Background: an optimization exercise with open tools, aiming at small area, a short achievable clock period and few clock cycles. Do not read the settings as production practice.
The RTL was checked by simulation tests, not by an equivalence proof against the original design.
No activity file was given, so power comes from the tool's default toggle rates.

$ cat flow/config.mk
export PLATFORM = sky130hd
export DESIGN_NAME = MIPS_Stack
export DESIGN_NICKNAME = MIPS_Stack
export VERILOG_FILES = /design/flow/design.v
export SDC_FILE = /design/flow/constraint.sdc
export NUM_CORES = 4
export LEC_CHECK = 0
export CAP_MARGIN = 20
export CORE_MARGIN = 2
export CORE_UTILIZATION = 40
export SLEW_MARGIN = 20
$ cat flow/constraint.sdc
create_clock -name core_clock -period 6.0 [get_ports {clk}]
set_input_delay 1.2000 -clock core_clock [delete_from_list [all_inputs] [get_ports {clk}]]
set_output_delay 1.2000 -clock core_clock [all_outputs]
set_load 0.01 [all_outputs]
$ cat flow/design.v
`timescale 1ns/1ns
module ALU (lop, rop, op, result);
    input [1:0] op;
    input [7:0] lop, rop;
    output [7:0] result;
    parameter Add = 2'b00, Sub = 2'b01, And = 2'b10, Not = 2'b11;
    assign result = op == Add ? lop + rop :
                    op == Sub ? rop - lop : 
                    op == And ? lop & rop :
		    ~lop;
endmodule
`timescale 1ns/1ns
module DecideMuxPC(tos_Stack, next, jump, decide);
	input next, jump;
	input[7:0] tos_Stack;
	output decide;
	assign decide = next || (~jump && |tos_Stack);
endmodule
module EnRegister (clk, pi, po, en);
parameter size = 8;
input clk, en;
input [size-1:0] pi;
output reg [size-1:0] po;
always @(posedge clk) begin
    if (en)
        po <= pi;
end
endmodule
`timescale 1ns/1ns
module Mux#(parameter n = 8)(s, a, b, c );
	input s;
	input[n-1:0] a,b;
	output[n-1:0] c;	
	assign c = s ? b : a;
endmodule
`timescale 1ns/1ns
module programCounter(clk, rst, nextAddr, currAddr, PCL);
input [4:0] nextAddr;
input clk, rst, PCL;
output reg [4:0] currAddr;
	always@(posedge clk, posedge rst)begin
		if (rst)
			currAddr <= 0;
		else if (PCL)
			currAddr <= nextAddr;
	end
endmodule
`timescale 1ns/1ns
module Stack (clk, rst, din, dout, tos, push, pop);
    input push, pop, tos, clk, rst;
    input [7:0] din;
    output reg [7:0] dout;
    reg [7:0] file[31:0];
    reg [4:0] top;
    always @(posedge clk, posedge rst) begin
        if(rst)
            top <= 0;
        else begin
            if(push)
                top <= top + 1;
            if(pop)
                top <= top - 1;
        end
    end
    always @(posedge clk) begin
        if(push)
            file[top] <= din;
    end
    assign dout = file[top - 1];
endmodule
`timescale 1ns/1ns
module Controller(opcode,clk, rst, next, jump, PCL, LorD, MR, MW, LR, StackSrc,RegDst,
		ToS, Push, Pop, LA, LB, Ain, Bin, ALUop);
	input[2:0] opcode;
	input rst, clk;
	output reg next, jump, PCL, LorD, MR, MW, LR, StackSrc, 
		ToS, Push, Pop, LA, LB, Ain, Bin, RegDst;
	output reg[1:0] ALUop;
	reg[3:0] ps, ns;
parameter [3:0]
	IF = 0, ID = 1, RTYPE = 2, PUSH = 3, POP = 4, JZ = 5, JUMP = 6, SP = 7,
	ALU = 8, Save = 9, NOTP = 10;
	always@(ps,opcode)begin
		case(ps)
			IF    : ns = ID;
			ID    : ns = 	opcode == 3'b011 ? NOTP : 
					opcode == 3'b100 ? PUSH :
					opcode == 3'b101 ? POP  :
					opcode == 3'b110 ? JUMP :
					opcode == 3'b111 ? JZ   : RTYPE;
			RTYPE : ns = SP  ;
			PUSH  : ns = 0   ;
			POP   : ns = 0   ;
			JZ    : ns = 0   ;
			JUMP  : ns = 0   ;
			SP    : ns = ALU ;
			ALU   : ns = Save;
			Save  : ns = 0   ;
			NOTP  : ns = ALU ;
			default: ns = 0;
		endcase
	end
	always@(posedge clk,posedge rst)begin
		if(rst)
			ps <= IF;
		else
			ps <= ns;
	end
	always@(ps)begin
	{next, jump, PCL, LorD, MR, MW, LR, RegDst,
		StackSrc, ToS, Push, Pop, LA, LB, Ain, Bin,
		ALUop} = 0;
		case(ps)
			IF    : begin next = 1; PCL = 1; LorD = 1; MR = 1; LR = 1; Ain = 1; Bin = 0; ALUop=0;	end
			ID    : begin ToS = 1; RegDst=0; LA = 1;  						end
			RTYPE : begin Pop = 1; ALUop = 3; 							end
			PUSH  : begin MR = 1; LorD = 0; Push = 1; StackSrc = 0;  				end
			POP   : begin MW = 1; LorD = 0; Pop = 1;  						end
			JZ    : begin jump = 0; next = 0; PCL = 1;  						end
			JUMP  : begin jump = 1; next = 0; PCL = 1;  						end
			SP    : begin Pop = 1; ToS = 1; RegDst = 1; LB = 1;  					end
			ALU   : begin Ain = 0; Bin = 1; ALUop = opcode[1:0];  					end
			Save  : begin StackSrc = 1; Push = 1;  							end
			NOTP  : begin Pop = 1;  								end
		endcase
	end
endmodule
`timescale 1ns/1ns
module Datapath(clk, rst, mem_addr, mem_wdata, mem_write, mem_rdata, LorD, read, write, StackSrc, tos, push, pop, RegDst,LA , LB, Ain, Bin, ALUop, next, jump, opcode, PCL, LR);
	input clk, LorD, read, write, StackSrc, tos, push, pop, RegDst, LA, LB, Ain, Bin, next, jump, PCL, LR;
	input rst;
	input [7:0] mem_rdata;
	output [4:0] mem_addr;
	output [7:0] mem_wdata;
	output mem_write;
	input [1:0] ALUop;
	output[2:0] opcode;
	wire[7:0] regA;
	wire decide;
	DecideMuxPC instDecide(regA, next, jump, decide);
	wire[7:0] outALU;
	wire[7:0] IR;
	wire[4:0] nextAddr;
	Mux#(5) mux0(decide, IR[4:0], outALU[4:0], nextAddr );
	wire[4:0] currAddr;
	wire PCen = PCL & (next | jump | ~decide);
	programCounter PC(clk, rst, nextAddr, currAddr, PCen);
	wire[4:0] selectLorD;
	Mux#(5) mux1(LorD, IR[4:0], currAddr, selectLorD );
	wire[7:0] readData;
	assign mem_addr = selectLorD;
	assign mem_wdata = regA;
	assign mem_write = write;
	assign readData = mem_rdata;
	EnRegister IRreg(clk, readData, IR, LR);
	assign opcode = IR[7:5];
	wire[7:0] regALU;
	wire[7:0] selectStackSrc;
	Mux#(8) mux2(StackSrc, readData, regALU, selectStackSrc );
	wire[7:0] outStack;
	Stack stack(clk, rst, selectStackSrc, outStack, tos, push, pop);
	wire[7:0] regB;
	EnRegister Areg(clk, outStack, regA, LA);
	EnRegister Breg(clk, outStack, regB, LB);
	wire[7:0] selectAin;
	Mux#(8) mux3(Ain, regA, {{3{currAddr[4]}}, currAddr} , selectAin );
	wire[7:0] selectBin;
	Mux#(8) mux4(Bin, 8'b00000001, regB, selectBin );
	ALU instALU(selectAin, selectBin, ALUop, outALU);
	EnRegister ALUreg(clk, outALU, regALU, 1'b1);
endmodule
module MIPS_Stack(input clk, rst,
	output [4:0] mem_addr,
	output [7:0] mem_wdata,
	output mem_write,
	input [7:0] mem_rdata);
	wire[2:0] opcode;
	wire[1:0] ALUop;
	wire next, jump, PCL, LorD, MR, MW, LR, StackSrc, ToS, Push, Pop, LA, LB, Ain, Bin, RegDst;
	Datapath datapath(clk, rst, mem_addr, mem_wdata, mem_write, mem_rdata, LorD, MR, MW, StackSrc, ToS, Push, Pop, RegDst, LA , LB, Ain, Bin, ALUop, next, jump, opcode, PCL, LR);
	Controller controller(opcode,clk, rst, next, jump, PCL, LorD, MR, MW, LR, StackSrc, RegDst, ToS, Push, Pop, LA, LB, Ain, Bin, ALUop);
endmodule
$ cat flow/run.sh
#!/bin/bash
# synth_recipe.tcl (not shown) runs the flow's synth.tcl, then flattens the netlist and writes it again
# the make line also repeats each setting of config.mk as NAME=value (left out here)
make -C /OpenROAD-flow-scripts/flow DESIGN_CONFIG=/design/flow/config.mk WORK_HOME=/design/flow/orfs CLKGATE_MAP_FILE= SYNTH_SCRIPT=/design/flow/synth_recipe.tcl finish
==> results of run 1 <==
==> cell families after synthesis <==
| logic type | after synthesis | share of synthesized area, % |
|---|---|---|
| adders and majority gates | 20 | 2.020 |
| DFF | 302 | 68.90 |
| and+or+nand+nor | 156 | 5.935 |
| xor gates and xnor gates | 13 | 0.8796 |
| AOI/OAI and AO/OA | 80 | 4.495 |
| muxes | 103 | 15.89 |
| buffers and inverters | 52 | 1.885 |
==> per-layer routing <==
metal  track usage [%]  routed length [um]  up-vias
met2             28.11               13810      295
li1                  -                   -     2967
met5                 0                   0        -
met4             7.360                1189        0
met3             3.506                2202       58
met1             27.07               13450     3517
==> area by class of cell <==
cell class	count	area (um^2)
fillers	2674	17150
flip-flops and latches	302	8922
multi-input cells	372	3797
clock buffers	44	898.4
well taps	402	503.0
repair buffers	29	275.3
clock inverters	15	111.4
inverters	16	61.31
==> state kept, by name, indices dropped and copies added, names as in the netlist <==
register	flops
datapath.PC.currAddr	5
datapath.Areg.po	8
datapath.ALUreg.po	8
controller.ps	4
datapath.IRreg.po	8
datapath.stack.top	5
datapath.Breg.po	8
datapath.stack.file	256
==> worst max-delay path by stage <==
stage / from / to / slack [ns]
final: controller.ps[0] / datapath.ALUreg.po[7] / 1.75
after global routing: controller.ps[1] / datapath.ALUreg.po[7] / 1.26
after CTS: controller.ps[0] / datapath.ALUreg.po[7] / 1.76
after detailed placement: controller.ps[0] / datapath.ALUreg.po[7] / 1.77
after global placement: controller.ps[0] / datapath.ALUreg.po[7] / 1.88
after floorplan: datapath.stack.top[0] / datapath.Areg.po[0] / 2.48
==> metrics by stage <==
step	hold WS, ns	instances	utilization [%]
after floorplan	0.4497	726	-
after global placement	0.4651	1121	42.73
after detailed placement	0.4768	1121	42.73
after CTS	0.4887	1180	45.92
after global routing	0.5211	1180	45.93
final	0.4894	1180	45.93
==> cells in the final DEF (no fill, tap or decap), types with 7 or more instances in the layout <==
master / n
sky130_fd_sc_hd__nor2_1: 55
sky130_fd_sc_hd__dfxtp_1: 8
sky130_fd_sc_hd__nand2b_1: 8
sky130_fd_sc_hd__clkbuf_16: 34
sky130_fd_sc_hd__xnor2_1: 7
sky130_fd_sc_hd__ha_1: 15
sky130_fd_sc_hd__and2_1: 9
sky130_fd_sc_hd__edfxtp_1: 280
sky130_fd_sc_hd__a211oi_1: 7
sky130_fd_sc_hd__a21o_1: 8
sky130_fd_sc_hd__mux4_2: 80
sky130_fd_sc_hd__clkdlybuf4s50_1: 23
sky130_fd_sc_hd__inv_1: 15
sky130_fd_sc_hd__dfrtp_1: 13
sky130_fd_sc_hd__a21oi_1: 20
sky130_fd_sc_hd__mux2_2: 16
sky130_fd_sc_hd__clkbuf_1: 9
sky130_fd_sc_hd__nand2_1: 40
==> critical path: cells and delay by family (launching register included) <==
kind	cells	cell delay, ns
compound gates	5	1.41
simple gates	5	1.23
flops	1	0.72
buf+inv	2	0.45
fa+ha+maj	1	0.32
==> report_power, final <==
| part | internal, mW | total, mW | switching [mW] |
|---|---|---|---|
| logic | 1.50 | 3.20 | 1.70 |
| registers | 2.65 | 2.95 | 0.297 |
| clock network | 1.07 | 1.89 | 0.822 |
| total | 5.22 | 8.04 | 2.82 |
==> impl_metrics.sql, run 1 <==
INSERT INTO impl_metrics (metric_group, metric, value, unit) VALUES
('run_status', 'status', 'finished clean', ''),
('clock_network', 'cts.path.max_buffers', '3', ''),
('synthesis', 'synth.top_cells.by_area', 'sky130_fd_sc_hd__edfxtp_1 (65%), sky130_fd_sc_hd__mux4_2 (14%), sky130_fd_sc_hd__dfrtp_1 (2.7%), sky130_fd_sc_hd__nor2_1 (1.6%), sky130_fd_sc_hd__ha_1 (1.5%)', ''),
('setup_path', 'path_max_fanout', '19', ''),
('flow_run', 'max-cap-violations', '0', ''),
('synthesis', 'post_synth_instance_area', '12940', 'um^2'),
('routing', 'vias', '6837', ''),
('global_route', 'grt_pass1_vias', '7005', ''),
('global_route', 'grt_remaining_overflow', '0', ''),
('clock_network', 'tritoncts.num_buffers', '34', ''),
('setup_path', 'path_cells', 'or4_4 > clkinv_2 > nand2_1 > a21boi_0 > inv_1 > ha_1 > and3_1 > a211oi_1 > a31oi_1 > nand4_1 > nor4b_1 > a211oi_1 > a211o_1', ''),
('timing', 'final-hold-violation-count', '0', ''),
('synthesis', 'ys_ff_latch', '302', ''),
('min_path', 'hold_path_startpoint', 'datapath.PC.currAddr[1]', ''),
('routing', 'finalWirelength', '30650', 'um'),
('synthesis', 'synth_edf_count', '280', ''),
('clock_network', 'cts.htree.levels', '2', ''),
('global_route', 'largest_net_degree_at_the_start_of_global_routing', '43', ''),
('pwr', 'power.leakage', '4.798', 'nW'),
('timing', 'layout_setup_ws', '1.746', 'ns'),
('setup_path', 'cpMostUsedCell', 'sky130_fd_sc_hd__a211oi_1', ''),
('setup_path', 'timing.critical_path.required', '6.41', 'ns'),
('timing', 'max_freq', '0.2351', 'GHz'),
('clock_network', 'clk_pin_slew_worst_paths', '0.06', 'ns'),
('routing', 'drt-pass1-iter-count', '5', ''),
('routing', 'detail_route.iter0.violations', '668', ''),
('placed_design', 'detailed_place.area', '13550', 'um^2'),
('synthesis', 'yosys.cell_count.top_type', 'sky130_fd_sc_hd__edfxtp_1', ''),
('setup_path', 'worstReg2RegEnd', 'datapath.ALUreg.po[7]', ''),
('routing', 'route.detailed.drc', '0', ''),
('clock_network', 'clk-insertion-delay-late', '0.52', 'ns'),
('setup_path', 'cpMaxStageDelayCell', 'sky130_fd_sc_hd__dfrtp_1', ''),
('timing', 'min_period_over_period', '70.91', '%'),
('pwr', 'worst_ir_drop_vdd', '0.2753', 'mV'),
('synthesis', 'synthesis.area_per_instance', '17.83', 'um^2'),
('placed_design', 'gp_routability_congestion', '0.8465', ''),
('setup_path', 'critPathArrivalTime', '4.66', 'ns'),
('synthesis', 'netlist.area_leader.share', '64.95', '%'),
('setup_path', 'critical_path_capture_point_type', 'flop', ''),
('global_route', 'grt_first_pass_wirelength', '46380', 'um'),
('placed_design', 'dp_slack', '1.769', 'ns'),
('synthesis', 'number_of_instances_in_the_synthesized_netlist', '726', ''),
('clock_network', 'cts.sinks', '302', ''),
('synthesis', 'yosysUniqueCellTypes', '71', ''),
('timing', 'finClkSkew', '0.01545', 'ns'),
('timing', 'worst_slew_pin_slew', '1.126', 'ns'),
('clock_network', 'root_buffer', 'sky130_fd_sc_hd__clkbuf_16', ''),
('final_layout', 'antenna_cells_inserted', '0', ''),
('setup_path', 'worst_r2r_startpoint', 'controller.ps[0]', ''),
('timing', 'finalSetupViolations', '0', ''),
('clock_network', 'tritoncts', 'done', ''),
('synthesis', 'async_reset_ff_share', '4.636', '%'),
('floorplanning', 'core_outline_area', '31720', 'um^2'),
('floorplanning', 'total_die_area', '33820', 'um^2'),
('timing', 'layout_min_cycle_time', '4.254', 'ns'),
('synthesis', 'synth_fp_nets', '754', ''),
('timing', 'setup_total_negative_slack', '0', 'ns'),
('global_route', 'gr-usage-all-layers', '18.70', '%'),
('routing', 'wl_per_cell', '25.98', 'um'),
('pwr', 'pwr_density_cell', '551.7', 'nW/um^2'),
('timing', 'slew_violations', '0', ''),
('setup_path', 'setup.worst_path.start_class', 'flop', ''),
('synthesis', 'synthesis.yosys.warnings', '5', ''),
('floorplanning', 'floorplan.rows', '65', ''),
('global_route', 'antenna_violations_before_repair', '0', ''),
('min_path', 'worst_hold_depth', '2', ''),
('final_layout', 'layout-area-overhead-vs-synth', '12.55', '%'),
('floorplanning', 'io_pins', '24', ''),
('floorplanning', 'fp.dieH', '183.9', 'um'),
('synthesis', 'main_synth_ff_type', 'sky130_fd_sc_hd__edfxtp_1', ''),
('setup_path', 'critPathMaxStageDelay', '0.72', 'ns');
Testbench counts, summed over its fixed seeds: cycles 90,163.
==> inputs of run 2 (changes only) <==
==> flow/design.v (replaced) <==
module Stack (clk, hold, up, dn, top_in, top, second);
    input clk;
    input hold, up, dn;           
    input [7:0] top_in;           
    output [7:0] top, second;
    reg [7:0] s [0:31];
    always @(posedge clk)
        s[0] <= top_in;
    genvar i;
    generate
        for (i = 1; i < 32; i = i + 1) begin : g
            always @(posedge clk)
                s[i] <= ~(({8{hold}} & ~s[i]) | ({8{up}} & ~s[i-1]) | ({8{dn}} & ~s[(i+1) % 32]));
        end
    endgenerate
    assign top = s[0];
    assign second = s[1];
endmodule
module MIPS_Stack(input clk, rst,
	output [4:0] mem_addr,
	output [7:0] mem_wdata,
	output mem_write,
	input [7:0] mem_rdata);
	reg [4:0] addr;      
	reg [4:0] ret;       
	reg       pushc;     
	reg       popc;      
	wire fetch = ~pushc & ~popc;
	wire [2:0] op = mem_rdata[7:5];
	wire [4:0] x  = mem_rdata[4:0];
	wire [7:0] T, N;
	wire tz = ~|T;
	wire is_bin  = fetch & ~op[2] & ~(op[1] & op[0]);
	wire is_not  = fetch & (op == 3'b011);
	wire is_mem  = fetch & op[2] & ~op[1];               
	wire to_x    = op[2] & (~op[1] | ~op[0] | tz);       
	wire [4:0] addr_inc = addr + 5'd1;
	wire [4:0] addr_n = ~fetch ? ret : (to_x ? x : addr_inc);
	always @(posedge clk, posedge rst) begin
		if (rst) begin
			addr  <= 5'd0;
			pushc <= 1'b0;
			popc  <= 1'b0;
		end else begin
			addr  <= addr_n;
			pushc <= is_mem & ~op[0];
			popc  <= is_mem & op[0];
		end
	end
	always @(posedge clk)
		if (fetch)
			ret <= addr_inc;
	wire [7:0] sum  = N + T;
	wire [7:0] diff = N - T;
	wire [7:0] alu  = op[1] ? (op[0] ? ~T : (N & T)) : (op[0] ? diff : sum);
	wire up   = pushc;
	wire dn   = popc | is_bin;
	wire hold = ~up & ~dn;
	wire [7:0] top_in = pushc ? mem_rdata :
	                    popc ? N :
	                    (is_bin | is_not) ? alu : T;
	Stack stack(clk, hold, up, dn, top_in, T, N);
	assign mem_addr  = addr;
	assign mem_write = popc;
	assign mem_wdata = T;
endmodule
--- a/flow/config.mk
+++ b/flow/config.mk
@@ -5,7 +5,9 @@
 export SDC_FILE = /design/flow/constraint.sdc
 export NUM_CORES = 4
 export LEC_CHECK = 0
+export ABC_CLOCK_PERIOD_IN_PS = 2500
 export CAP_MARGIN = 20
 export CORE_MARGIN = 2
 export CORE_UTILIZATION = 40
+export SETUP_SLACK_MARGIN = 3.5
 export SLEW_MARGIN = 20
==> impl_metrics.sql, run 2 <==
INSERT INTO impl_metrics (metric_group, metric, value, unit) VALUES
('run_status', 'status', 'finished clean', ''),
('pwr', 'p_total', '6.286', 'mW'),
('clock_network', 'cts.sinks', '268', ''),
('timing', 'worst_slew_pin_slew', '0.6488', 'ns'),
('floorplanning', 'initial_utilization', '40.38', '%'),
('clock_network', 'cts.htree.levels', '1', ''),
('final_layout', 'multi_input_gate_area', '4487', 'um^2'),
('global_route', 'largest_net_degree_at_the_start_of_global_routing', '113', ''),
('timing', 'max_slew_margin', '56.66', '%'),
('synthesis', 'synth.cells.most_frequent', 'sky130_fd_sc_hd__nor2_1 (505), sky130_fd_sc_hd__o22ai_1 (252), sky130_fd_sc_hd__dfxtp_1 (248)', ''),
('timing', 'finClkSkew', '0.01449', 'ns'),
('clock_network', 'cts.path.max_buffers', '3', ''),
('routing', 'detail_route.iter0.violations', '659', ''),
('floorplanning', 'fp.dieW', '165.3', 'um'),
('synthesis', 'synth_top_family_by_area', 'simple AND/OR/NAND/NOR gates', ''),
('synthesis', 'synth_compound_area_share', '17.98', '%'),
('synthesis', 'yosys.cell_count.top_type', 'sky130_fd_sc_hd__nor2_1', ''),
('timing', 'finalSetupViolations', '0', ''),
('final_layout', 'layout.nets', '1264', ''),
('placed_design', 'gp_routability_congestion', '0.8249', ''),
('timing', 'setup_total_negative_slack', '0', 'ns'),
('synthesis', 'synth_edf_count', '13', ''),
('pwr', 'pwr_density_cell', '525.2', 'nW/um^2'),
('synthesis', 'synthXorXnorAreaFrac', '1.263', '%'),
('timing', 'grt_setup_unrepaired', 'true', ''),
('placed_design', 'dpl_hpwl', '10970', 'um'),
('synthesis', 'muxShareOfSynthArea', '0.6975', '%'),
('routing', 'vias_per_cell', '5.337', ''),
('synthesis', 'yosysSeqAreaShare', '53.16', '%'),
('clock_network', 'tritoncts.num_buffers', '28', ''),
('synthesis', 'main_synth_ff_type', 'sky130_fd_sc_hd__dfxtp_1', ''),
('synthesis', 'netlist.area_leader.share', '47.72', '%'),
('final_layout', 'max_flop_register', 'stack.s', ''),
('final_layout', 'final-seq-area', '5533', 'um^2'),
('synthesis', 'cell_taking_the_most_area_after_synthesis', 'sky130_fd_sc_hd__dfxtp_1', ''),
('final_layout', 'final.fill_count', '2506', ''),
('final_layout', 'layout-area-overhead-vs-synth', '15.05', '%'),
('routing', 'vias', '8534', ''),
('timing', 'layout_min_cycle_time', '2.577', 'ns'),
('min_path', 'hold_path_startpoint', 'ret[2]', ''),
('routing', 'drt-pass1-iter-count', '5', ''),
('synthesis', 'async_reset_ff_share', '2.612', '%'),
('flow_run', 'max-cap-violations', '0', ''),
('global_route', 'gr-usage-all-layers', '15.97', '%'),
('global_route', 'grt_first_pass_wirelength', '36660', 'um'),
('clock_network', 'tritoncts', 'done', ''),
('final_layout', 'final_common_cell', 'sky130_fd_sc_hd__nor2_1', ''),
('floorplanning', 'fp.dieH', '165.3', 'um'),
('timing', 'max_freq', '0.3881', 'GHz'),
('clock_network', 'cts_hold_repair.buffers', '0', ''),
('setup_path', 'timing_worst_setup_path_type', 'flop to flop', ''),
('synthesis', 'synthesis.yosys.warnings', '3', ''),
('synthesis', 'post_synth_instance_area', '10400', 'um^2'),
('clock_network', 'clk_pin_slew_worst_paths', '0.06', 'ns'),
('final_layout', 'most_frequent_cells_in_the_layout', 'sky130_fd_sc_hd__nor2_1 (504), sky130_fd_sc_hd__o22ai_1 (252), sky130_fd_sc_hd__dfxtp_1 (248)', ''),
('final_layout', 'largestRegisters', 'stack.s: 256 flops, addr: 5 flops, ret: 5 flops', ''),
('global_route', 'antenna_violations_before_repair', '0', ''),
('synthesis', 'synth_fp_nets', '1270', ''),
('clock_network', 'clk-insertion-delay-late', '0.53', 'ns'),
('timing', 'slew_violations', '0', ''),
('global_route', 'grt_pass1_vias', '7495', ''),
('final_layout', 'antenna_cells_inserted', '0', ''),
('setup_path', 'critPathArrivalTime', '2.83', 'ns'),
('routing', 'finalWirelength', '22560', 'um'),
('min_path', 'worst_hold_path_type', 'flop to flop', ''),
('routing', 'route.detailed.drc', '0', ''),
('final_layout', 'largest_reg_flops', '256', ''),
('pwr', 'power.leakage', '4.490', 'nW'),
('setup_path', 'path_max_fanout', '4', ''),
('clock_network', 'root_buffer', 'sky130_fd_sc_hd__clkbuf_16', ''),
('global_route', 'grt_remaining_overflow', '0', ''),
('synthesis', 'synth.top_cells.by_area', 'sky130_fd_sc_hd__dfxtp_1 (48%), sky130_fd_sc_hd__nor2_1 (18%), sky130_fd_sc_hd__o22ai_1 (15%), sky130_fd_sc_hd__edfxtp_1 (3.8%), sky130_fd_sc_hd__buf_2 (2.0%)', ''),
('final_layout', 'final_layout_size_suffix_gt1_share', '9.019', '%'),
('synthesis', 'number_of_instances_in_the_synthesized_netlist', '1249', ''),
('routing', 'final_antenna_net_count', '0', ''),
('floorplanning', 'io_pins', '24', ''),
('setup_path', 'worst_setup_path_startpoint', 'stack.s[0][1]', ''),
('timing', 'final-hold-violation-count', '0', ''),
('placed_design', 'port-buffer-count', '23', ''),
('floorplanning', 'total_die_area', '27320', 'um^2'),
('setup_path', 'timing.critical_path.required', '6.25', 'ns'),
('floorplanning', 'core_outline_area', '25760', 'um^2'),
('floorplanning', 'floorplan.rows', '59', ''),
('pwr', 'worst_ir_drop_vdd', '0.2518', 'mV'),
('setup_path', 'critical_path_capture_point_type', 'flop', ''),
('routing', 'wl_per_cell', '14.11', 'um'),
('setup_path', 'worst_r2r_startpoint', 'stack.s[0][1]', ''),
('synthesis', 'ys_ff_latch', '268', ''),
('synthesis', 'synthSimpleGateAreaFrac', '20.32', '%'),
('timing', 'min_period_over_period', '42.94', '%'),
('setup_path', 'setup.worst_path.start_class', 'flop', ''),
('synthesis', 'synthAdderAreaFrac', '1.395', '%'),
('synthesis', 'synthesis.area_per_instance', '8.330', 'um^2'),
('synthesis', 'yosysUniqueCellTypes', '48', '');
## run 2: cell type report
| cell class | count | area share, % |
|---|---|---|
| flip-flops and latches | 268 | 46.23 |
| multi-input cells | 883 | 37.49 |
| clock buffers | 37 | 7.077 |
| repair buffers | 48 | 3.899 |
| well taps | 335 | 3.502 |
| clock inverters | 14 | 1.066 |
| inverters | 13 | 0.6690 |
| repair inverters | 1 | 0.07318 |
## run 2: logic make-up after synthesis
group | after synthesis
buffers and inverters | 105
adders and majority gates | 11
muxes | 7
xor gates and xnor gates | 15
AOI/OAI and AO/OA | 298
and+or+nand+nor | 545
DFF | 268
## run 2: worst paths after layout
check | to | slack (ns) | depth (start not counted)
max in group asynchronous | popc | 4.87 | 2
worst min register to register | addr[2] | 0.46 | 2
worst min-delay path | addr[2] | 0.46 | 2
worst max register to register | stack.s[0][7] | 3.42 | 11
min in group asynchronous | addr[2] | 0.89 | 2
worst max-delay path | stack.s[0][7] | 3.42 | 11
## run 2: layer usage
metal	share of wire, %	vias up	GRT usage [%]
met1	50	3990	22.16
met4	1.8	0	4.071
met2	44	151	26.17
li1	-	4361	-
met5	0	-	0
met3	4.1	32	2.248
## run 2: per-stage QoR
step	utilization (%)	instances	setup slack, ns	cell area [um^2]	hold WS [ns]
floorplan	-	1249	3.042	10440	0.4316
global placement	41.45	1521	1.852	10680	0.4360
detailed placement	41.45	1521	1.865	10680	0.4414
CTS	46.26	1596	3.445	11920	0.4581
global route	46.46	1599	3.362	11970	0.4962
finish	46.46	1599	3.423	11970	0.4573
## run 2: worst max-delay path, cell delays in order, from the launching register on
cell                       delay [ns]
sky130_fd_sc_hd__edfxtp_1        0.47
sky130_fd_sc_hd__inv_1           0.10
sky130_fd_sc_hd__ha_2            0.19
sky130_fd_sc_hd__nor2b_4         0.18
sky130_fd_sc_hd__a21oi_2         0.08
sky130_fd_sc_hd__xnor2_1         0.14
sky130_fd_sc_hd__ha_1            0.34
sky130_fd_sc_hd__a21o_1          0.18
sky130_fd_sc_hd__a31o_2          0.22
sky130_fd_sc_hd__a21oi_2         0.16
sky130_fd_sc_hd__xnor2_1         0.14
sky130_fd_sc_hd__o221ai_1        0.11
## run 2: timing repair
item                                    4_1_cts  5_1_grt
setup buffers                                17        2
gates resized for setup                      46       11
endpoints found under the setup margin      282       65
pin swaps                                     3        1
gates cloned                                  7        1
## run 2: report_power, final
group	total, mW	switching [mW]	internal [mW]
clock network	1.78	0.704	1.08
logic	1.49	0.770	0.722
registers	3.01	0.513	2.50
Testbench counts of run 2, summed over its fixed seeds: cycles 41,413.
==> inputs of run 3 (changes only) <==
--- a/flow/config.mk
+++ b/flow/config.mk
@@ -5,9 +5,9 @@
 export SDC_FILE = /design/flow/constraint.sdc
 export NUM_CORES = 4
 export LEC_CHECK = 0
-export ABC_CLOCK_PERIOD_IN_PS = 2500
+export ABC_CLOCK_PERIOD_IN_PS = 1800
 export CAP_MARGIN = 20
 export CORE_MARGIN = 2
 export CORE_UTILIZATION = 40
-export SETUP_SLACK_MARGIN = 3.5
+export SETUP_SLACK_MARGIN = 4.2
 export SLEW_MARGIN = 20
==> impl_metrics.sql, run 3 <==
INSERT INTO impl_metrics (metric_group, metric, value, unit) VALUES
('global_route', 'grt_first_pass_wirelength', '52690', 'um'),
('timing', 'worst_slew_pin_slew', '0.3698', 'ns'),
('final_layout', 'layout-area-overhead-vs-synth', '60.71', '%'),
('synthesis', 'synth_fp_nets', '1270', ''),
('setup_path', 'timing.critical_path.required', '6.26', 'ns'),
('synthesis', 'yosysSeqAreaShare', '53.16', '%'),
('floorplanning', 'total_die_area', '27320', 'um^2'),
('timing', 'max_slew_margin', '75.35', '%'),
('synthesis', 'yosysUniqueCellTypes', '48', ''),
('routing', 'vias_per_cell', '6.146', ''),
('clock_network', 'clk-insertion-delay-late', '0.54', 'ns'),
('clock_network', 'tritoncts.num_buffers', '27', ''),
('synthesis', 'synthesis.yosys.warnings', '3', ''),
('clock_network', 'clk_pin_slew_worst_paths', '0.06', 'ns'),
('floorplanning', 'floorplan.rows', '59', ''),
('timing', 'finalSetupViolations', '0', ''),
('synthesis', 'async_reset_ff_share', '2.612', '%'),
('global_route', 'largest_net_degree_at_the_start_of_global_routing', '52', ''),
('global_route', 'grt_pass1_vias', '9613', ''),
('timing', 'slew_violations', '0', ''),
('synthesis', 'number_of_instances_in_the_synthesized_netlist', '1249', ''),
('routing', 'final_antenna_net_count', '0', ''),
('routing', 'wl_per_cell', '22.97', 'um'),
('timing', 'grt_setup_unrepaired', 'true', ''),
('synthesis', 'post_synth_instance_area', '10400', 'um^2'),
('placed_design', 'port-buffer-count', '23', ''),
('final_layout', 'most_frequent_cells_in_the_layout', 'sky130_fd_sc_hd__nor2_1 (267), sky130_fd_sc_hd__dfxtp_1 (248), sky130_fd_sc_hd__o22ai_1 (208)', ''),
('routing', 'drt-pass1-iter-count', '5', ''),
('placed_design', 'detailed_place.area', '10700', 'um^2'),
('global_route', 'antenna_violations_before_repair', '0', ''),
('setup_path', 'worstReg2RegEnd', 'stack.s[0][7]', ''),
('run_status', 'status', 'finished clean', ''),
('final_layout', 'finalInstanceArea', '16720', 'um^2'),
('final_layout', 'largest_reg_flops', '256', ''),
('global_route', 'gr-usage-all-layers', '24.44', '%'),
('clock_network', 'tritoncts', 'done', ''),
('placed_design', 'dpl_hpwl', '10900', 'um'),
('clock_network', 'cts.htree.levels', '1', ''),
('setup_path', 'critPathMaxStageDelay', '0.44', 'ns'),
('setup_path', 'critPathArrivalTime', '2.81', 'ns'),
('final_layout', 'final_common_cell', 'sky130_fd_sc_hd__nor2_1', ''),
('placed_design', 'gp_routability_congestion', '0.8021', ''),
('synthesis', 'cell_taking_the_most_area_after_synthesis', 'sky130_fd_sc_hd__dfxtp_1', ''),
('final_layout', 'antenna_cells_inserted', '0', ''),
('setup_path', 'reg2reg_setup_slack', '3.45', 'ns'),
('timing', 'max_freq', '0.3928', 'GHz'),
('pwr', 'power.leakage', '5.865', 'nW'),
('synthesis', 'yosys.cell_count.top_type', 'sky130_fd_sc_hd__nor2_1', ''),
('routing', 'finalWirelength', '39840', 'um'),
('pwr', 'pwr_density_cell', '452.4', 'nW/um^2'),
('flow_run', 'max-cap-violations', '0', ''),
('setup_path', 'path_max_fanout', '5', ''),
('global_route', 'grt_remaining_overflow', '0', ''),
('routing', 'vias', '10657', ''),
('min_path', 'worst_hold_path_type', 'flop to flop', ''),
('synthesis', 'netlist.area_leader.share', '47.72', '%'),
('setup_path', 'path_cells', 'inv_1 > ha_2 > nor2b_4 > a21oi_2 > xnor2_1 > ha_1 > a21o_1 > a31o_2 > a21oi_2 > xnor2_1 > o221ai_1', ''),
('synthesis', 'synth.top_cells.by_area', 'sky130_fd_sc_hd__dfxtp_1 (48%), sky130_fd_sc_hd__nor2_1 (18%), sky130_fd_sc_hd__o22ai_1 (15%), sky130_fd_sc_hd__edfxtp_1 (3.8%), sky130_fd_sc_hd__buf_2 (2.0%)', ''),
('pwr', 'p_total', '7.564', 'mW'),
('floorplanning', 'io_pins', '24', ''),
('final_layout', 'largestRegisters', 'stack.s: 256 flops, addr: 5 flops, ret: 5 flops', ''),
('setup_path', 'worst_r2r_path_depth', '11', ''),
('clock_network', 'cts.path.max_buffers', '3', ''),
('routing', 'detail_route.iter0.violations', '1068', ''),
('floorplanning', 'initial_utilization', '40.38', '%'),
('min_path', 'worst_hold_depth', '2', ''),
('final_layout', 'finalCoreUtilization', '64.90', '%'),
('floorplanning', 'fp.dieW', '165.3', 'um'),
('pwr', 'worst_ir_drop_vdd', '0.2727', 'mV'),
('synthesis', 'main_synth_ff_type', 'sky130_fd_sc_hd__dfxtp_1', ''),
('timing', 'min_period_over_period', '42.43', '%'),
('setup_path', 'worst_r2r_startpoint', 'stack.s[0][1]', ''),
('min_path', 'whs_endpoint', 'addr[1]', ''),
('final_layout', 'layout.nets', '1400', ''),
('routing', 'route.detailed.drc', '0', ''),
('final_layout', 'final_layout_size_suffix_gt1_share', '39.10', '%'),
('synthesis', 'synth_edf_count', '13', ''),
('clock_network', 'root_buffer', 'sky130_fd_sc_hd__clkbuf_16', ''),
('timing', 'finClkSkew', '0.01101', 'ns'),
('setup_path', 'timing_worst_setup_path_type', 'flop to flop', ''),
('timing', 'layout_min_cycle_time', '2.546', 'ns'),
('synthesis', 'ys_ff_latch', '268', ''),
('setup_path', 'cpMaxStageDelayCell', 'sky130_fd_sc_hd__edfxtp_1', ''),
('floorplanning', 'core_outline_area', '25760', 'um^2'),
('floorplanning', 'fp.dieH', '165.3', 'um'),
('synthesis', 'synth.cells.most_frequent', 'sky130_fd_sc_hd__nor2_1 (505), sky130_fd_sc_hd__o22ai_1 (252), sky130_fd_sc_hd__dfxtp_1 (248)', ''),
('timing', 'setup_total_negative_slack', '0', 'ns'),
('clock_network', 'cts.sinks', '268', ''),
('synthesis', 'synthesis.area_per_instance', '8.330', 'um^2'),
('min_path', 'hold_path_startpoint', 'ret[1]', ''),
('final_layout', 'max_flop_register', 'stack.s', ''),
('setup_path', 'setup.worst_path.start_class', 'flop', ''),
('setup_path', 'critical_path_capture_point_type', 'flop', ''),
('timing', 'final-hold-violation-count', '0', '');
-- run 3: worst max-delay path, delay by kind of cell, from the launching register on --
family | cells | cell delay (ns)
compound gates | 5 | 0.74
fa+ha+maj | 2 | 0.52
flops | 1 | 0.44
xor+xnor | 2 | 0.28
simple gates | 1 | 0.20
buf+inv | 1 | 0.10
-- run 3: logic make-up after synthesis --
kind of cell | synth area share, %
AND/OR/NAND/NOR | 20.32
AO/OA/AOI/OAI | 17.98
flip-flops | 53.16
buffers and inverters | 5.183
XOR/XNOR | 1.263
adder cells (fa/ha/maj) | 1.395
multiplexers | 0.6975
-- run 3: where the power goes --
group / internal (mW) / switching [mW]
Sequential: 2.50 / 0.896
Clock: 1.05 / 0.737
Combinational: 1.23 / 1.15
-- run 3: per-stage QoR --
| stage | hold WS, ns | cells | worst slack [ns] |
|---|---|---|---|
| 3_5_place_dp | 0.4590 | 1521 | 1.887 |
| 2_1_floorplan | 0.4316 | 1249 | 3.042 |
| 6_report | 0.4768 | 1734 | 3.454 |
| 3_3_place_gp | 0.4396 | 1521 | 1.913 |
| 4_1_cts | 0.4601 | 1690 | 3.555 |
| 5_1_grt | 0.4968 | 1734 | 3.349 |
-- run 3: worst max-delay path by stage --
stage                  start             end  slack [ns]  cells after the start
2_1_floorplan   mem_rdata[5]   stack.s[0][7]        3.04                     10
3_3_place_gp    mem_rdata[5]  stack.s[31][6]        1.91                      7
3_5_place_dp    mem_rdata[5]  stack.s[27][6]        1.89                      7
4_1_cts        stack.s[0][0]   stack.s[0][7]        3.56                     11
5_1_grt        stack.s[0][0]   stack.s[0][7]        3.35                     11
6_report       stack.s[0][1]   stack.s[0][7]        3.45                     11
-- run 3: area by class of cell --
class                      count  area, um^2
fill                        1716        9044
multi-input combinational    910        7015
sequential                   268        5537
timing repair buffer         158        2713
clock buffer                  41       839.6
tap                          335       419.2
clock inverter                 8       93.84
inverter                      13       93.84
timing repair inverter         1       8.758
-- run 3: per-layer routing --
| metal | GRT usage (%) | part of all wire (%) | wire length [um] |
|---|---|---|---|
| met1 | 32.32 | 39 | 15590 |
| met2 | 40.59 | 48 | 19090 |
| met3 | 3.272 | 7.8 | 3099 |
| met4 | 9.447 | 5.2 | 2057 |
| met5 | 0 | 0 | 0 |
-- run 3: what timing repair did --
action,CTS,global route
endpoints found under the setup margin,290,283
setup buffers,62,20
hold buffers,0,0
gates cloned,58,24
gates resized for setup,572,167
pin swaps,93,45
==> inputs of run 4 (changes only) <==
--- a/flow/config.mk
+++ b/flow/config.mk
@@ -5,9 +5,7 @@
 export SDC_FILE = /design/flow/constraint.sdc
 export NUM_CORES = 4
 export LEC_CHECK = 0
-export ABC_CLOCK_PERIOD_IN_PS = 1800
 export CAP_MARGIN = 20
 export CORE_MARGIN = 2
 export CORE_UTILIZATION = 40
-export SETUP_SLACK_MARGIN = 4.2
 export SLEW_MARGIN = 20
==> impl_metrics.sql, run 4 <==
INSERT INTO impl_metrics (metric_group, metric, value, unit) VALUES
('synthesis', 'synthesis.yosys.warnings', '3', ''),
('setup_path', 'critPathArrivalTime', '4.16', 'ns'),
('final_layout', 'layout.nets', '1238', ''),
('final_layout', 'antenna_cells_inserted', '0', ''),
('pwr', 'power.switching_fraction', '31.02', '%'),
('routing', 'drt-pass1-iter-count', '5', ''),
('placed_design', 'gp_routability_congestion', '0.7698', ''),
('synthesis', 'yosysUniqueCellTypes', '48', ''),
('routing', 'finalWirelength', '19980', 'um'),
('synthesis', 'main_synth_ff_type', 'sky130_fd_sc_hd__dfxtp_1', ''),
('global_route', 'antenna_violations_before_repair', '0', ''),
('floorplanning', 'fp.dieH', '165.3', 'um'),
('global_route', 'largest_net_degree_at_the_start_of_global_routing', '143', ''),
('clock_network', 'cts_post_setup_buffers_inserted', '0', ''),
('synthesis', 'synth.cells.most_frequent', 'sky130_fd_sc_hd__nor2_1 (505), sky130_fd_sc_hd__o22ai_1 (252), sky130_fd_sc_hd__dfxtp_1 (248)', ''),
('global_route', 'grt_pass1_vias', '7471', ''),
('setup_path', 'cpMaxStageDelayCell', 'sky130_fd_sc_hd__clkdlybuf4s50_1', ''),
('setup_path', 'setup.worst_path.start_class', 'input port', ''),
('timing', 'layout_setup_ws', '2.305', 'ns'),
('clock_network', 'clk_pin_slew_worst_paths', '0.06', 'ns'),
('routing', 'detail_route.iter0.violations', '675', ''),
('setup_path', 'timing_worst_setup_path_type', 'input port to flop', ''),
('synthesis', 'async_reset_ff_share', '2.612', '%'),
('timing', 'layout_min_cycle_time', '3.695', 'ns'),
('routing', 'vias', '8323', ''),
('run_status', 'status', 'finished clean', ''),
('synthesis', 'ys_ff_latch', '268', ''),
('min_path', 'worst_hold_path_type', 'flop to flop', ''),
('final_layout', 'max_flop_register', 'stack.s', ''),
('timing', 'finalSetupViolations', '0', ''),
('floorplanning', 'fp.dieW', '165.3', 'um'),
('synthesis', 'synth_fp_nets', '1270', ''),
('pwr', 'seqPwrFrac', '50.2', '%'),
('final_layout', 'layout-area-overhead-vs-synth', '11.63', '%'),
('clock_network', 'root_buffer', 'sky130_fd_sc_hd__clkbuf_16', ''),
('setup_path', 'timing.critical_path.required', '6.46', 'ns'),
('synthesis', 'synthesis.area_per_instance', '8.330', 'um^2'),
('pwr', 'p_total', '6.134', 'mW'),
('pwr', 'switchingPower', '1.903', 'mW'),
('synthesis', 'yosys.cell_count.top_type', 'sky130_fd_sc_hd__nor2_1', ''),
('clock_network', 'tritoncts', 'done', ''),
('synthesis', 'synth.top_cells.by_area', 'sky130_fd_sc_hd__dfxtp_1 (48%), sky130_fd_sc_hd__nor2_1 (18%), sky130_fd_sc_hd__o22ai_1 (15%), sky130_fd_sc_hd__edfxtp_1 (3.8%), sky130_fd_sc_hd__buf_2 (2.0%)', ''),
('pwr', 'share_comb_of_total_power', '21.4', '%'),
('flow_run', 'max-cap-violations', '0', ''),
('pwr', 'worst_ir_drop_vdd', '0.2695', 'mV'),
('timing', 'grt_setup_unrepaired', 'false', ''),
('synthesis', 'number_of_instances_in_the_synthesized_netlist', '1249', ''),
('global_route', 'grt_first_pass_wirelength', '34090', 'um'),
('pwr', 'pwr_density_cell', '528.2', 'nW/um^2'),
('floorplanning', 'total_die_area', '27320', 'um^2'),
('timing', 'finClkSkew', '0.008755', 'ns'),
('timing', 'slew_violations', '0', ''),
('synthesis', 'synth_edf_count', '13', ''),
('global_route', 'gr-usage-all-layers', '14.46', '%'),
('routing', 'vias_per_cell', '5.288', ''),
('placed_design', 'dp_slack', '1.796', 'ns'),
('clock_network', 'tritoncts.num_buffers', '28', ''),
('clock_network', 'postCtsResizedCells', '0', ''),
('floorplanning', 'io_pins', '24', ''),
('clock_network', 'cts.htree.levels', '1', ''),
('synthesis', 'netlist.area_leader.share', '47.72', '%'),
('floorplanning', 'core_outline_area', '25760', 'um^2'),
('setup_path', 'critPathMaxStageDelay', '0.78', 'ns'),
('final_layout', 'final_common_cell', 'sky130_fd_sc_hd__nor2_1', ''),
('placed_design', 'dpl_hpwl', '11120', 'um'),
('setup_path', 'path_cells', 'clkdlybuf4s50_1 > nand2_1 > nand2b_1 > nand2_8 > buf_4 > o22ai_1 > nor2_1', ''),
('final_layout', 'largest_reg_flops', '256', ''),
('routing', 'wl_per_cell', '12.69', 'um'),
('pwr', 'share_clk_of_total_power', '28.4', '%'),
('final_layout', 'final_layout_size_suffix_gt1_share', '5.488', '%'),
('timing', 'worst_slew_pin_slew', '0.9478', 'ns');
## run 4: cell counts after synthesis
No cell type changed its count.
## run 4: layout make-up
class                   count  area (um^2)
fillers                  2507        14150
flip-flops and latches    268         5530
multi-input cells         876         4355
clock inverters            11        108.9
repair buffers             30        295.3
well taps                 335        419.2
clock buffers              41        850.8
inverters                  13        53.80
## run 4: kinds of logic (layout without fill, tap and decap cells)
logic type | after synthesis | after routing | synth area share (%)
flops | 268 | 268 | 53.16
simple gates | 545 | 545 | 20.32
compound gates | 298 | 298 | 17.98
fa+ha+maj | 11 | 11 | 1.395
mux | 7 | 7 | 0.6975
xor+xnor | 15 | 15 | 1.263
buf+inv | 105 | 95 | 5.183
## run 4: worst register-to-register path, stage by stage (launching register included)
cell and delay (ns):
sky130_fd_sc_hd__dfrtp_1 0.64, sky130_fd_sc_hd__inv_6 0.30, sky130_fd_sc_hd__nand2_2 0.31, sky130_fd_sc_hd__inv_2 0.18, sky130_fd_sc_hd__nand2_8 0.60, sky130_fd_sc_hd__buf_4 0.74, sky130_fd_sc_hd__o22ai_1 0.23, sky130_fd_sc_hd__nor2_1 0.11
## run 4: power by group through the flow
stage | clock network (mW) | registers (mW) | logic [mW]
finish | 1.74 | 3.08 | 1.31
global route | 1.87 | 3.18 | 1.51
CTS | 1.80 | 3.07 | 1.32
detailed placement | 0 | 3.10 | 1.32
global placement | 0 | 3.10 | 1.29
floorplan | 0 | 2.96 | 1.09
## run 4: metrics by stage
step,instances,area (um^2),util (%)
after floorplan,1249,10400,-
after global placement,1522,10650,41.35
after detailed placement,1522,10650,41.35
after CTS,1574,11610,45.08
after global routing,1574,11610,45.08
final,1574,11610,45.08
## run 4: final timing paths
kind	startpoint	cells after the start	slack, ns	to
max	mem_rdata[5]	7	2.31	stack.s[1][6]
min	ret[2]	2	0.47	addr[2]
max reg2reg	pushc	7	2.82	stack.s[1][6]
min reg2reg	ret[2]	2	0.47	addr[2]
max in group asynchronous	rst	2	4.86	addr[4]
min in group asynchronous	rst	2	0.91	popc
## run 4: per-layer routing
| layer | up-vias | track usage [%] | wire, um |
|---|---|---|---|
| met3 | 29 | 2.123 | 807 |
| met4 | 0 | 4.308 | 447 |
| met2 | 139 | 23.58 | 8768 |
| met5 | - | 0 | 0 |
| met1 | 3878 | 19.87 | 9951 |
| li1 | 4277 | - | - |

-- static timing again, ports no longer ideal --
In the flow no input, the clock included, has a driving cell. The finished layouts below were timed again as built, in two steps.
Step 1 assumes that a clkbuf_16 drives the clock port and a buf_2 every other input.
Step 2 times the ports against the registers' clock, not the clock port: input delays grow and output delays shrink by t, the midpoint of the rising clock arrivals with the driver on.
Slacks: no drivers / after step 1 / after step 2; pairs: no drivers / after step 1.
run	t, ns	setup slack, ns	worst slew at a driven data input, ns
run 1	0.562	1.746 / 1.746 / 1.746	0.04
run 2	0.570	3.423 / 3.423 / 2.923	0.05
run 3	0.579	3.454 / 3.433 / 2.853	0.20
run 4	0.573	2.305 / 2.328 / 1.755	0.04
After both steps every run listed still meets setup and hold. For run 3, which loses most, drivers alone change the setup slack by -0.021 ns; drivers and shift together by -0.601 ns.
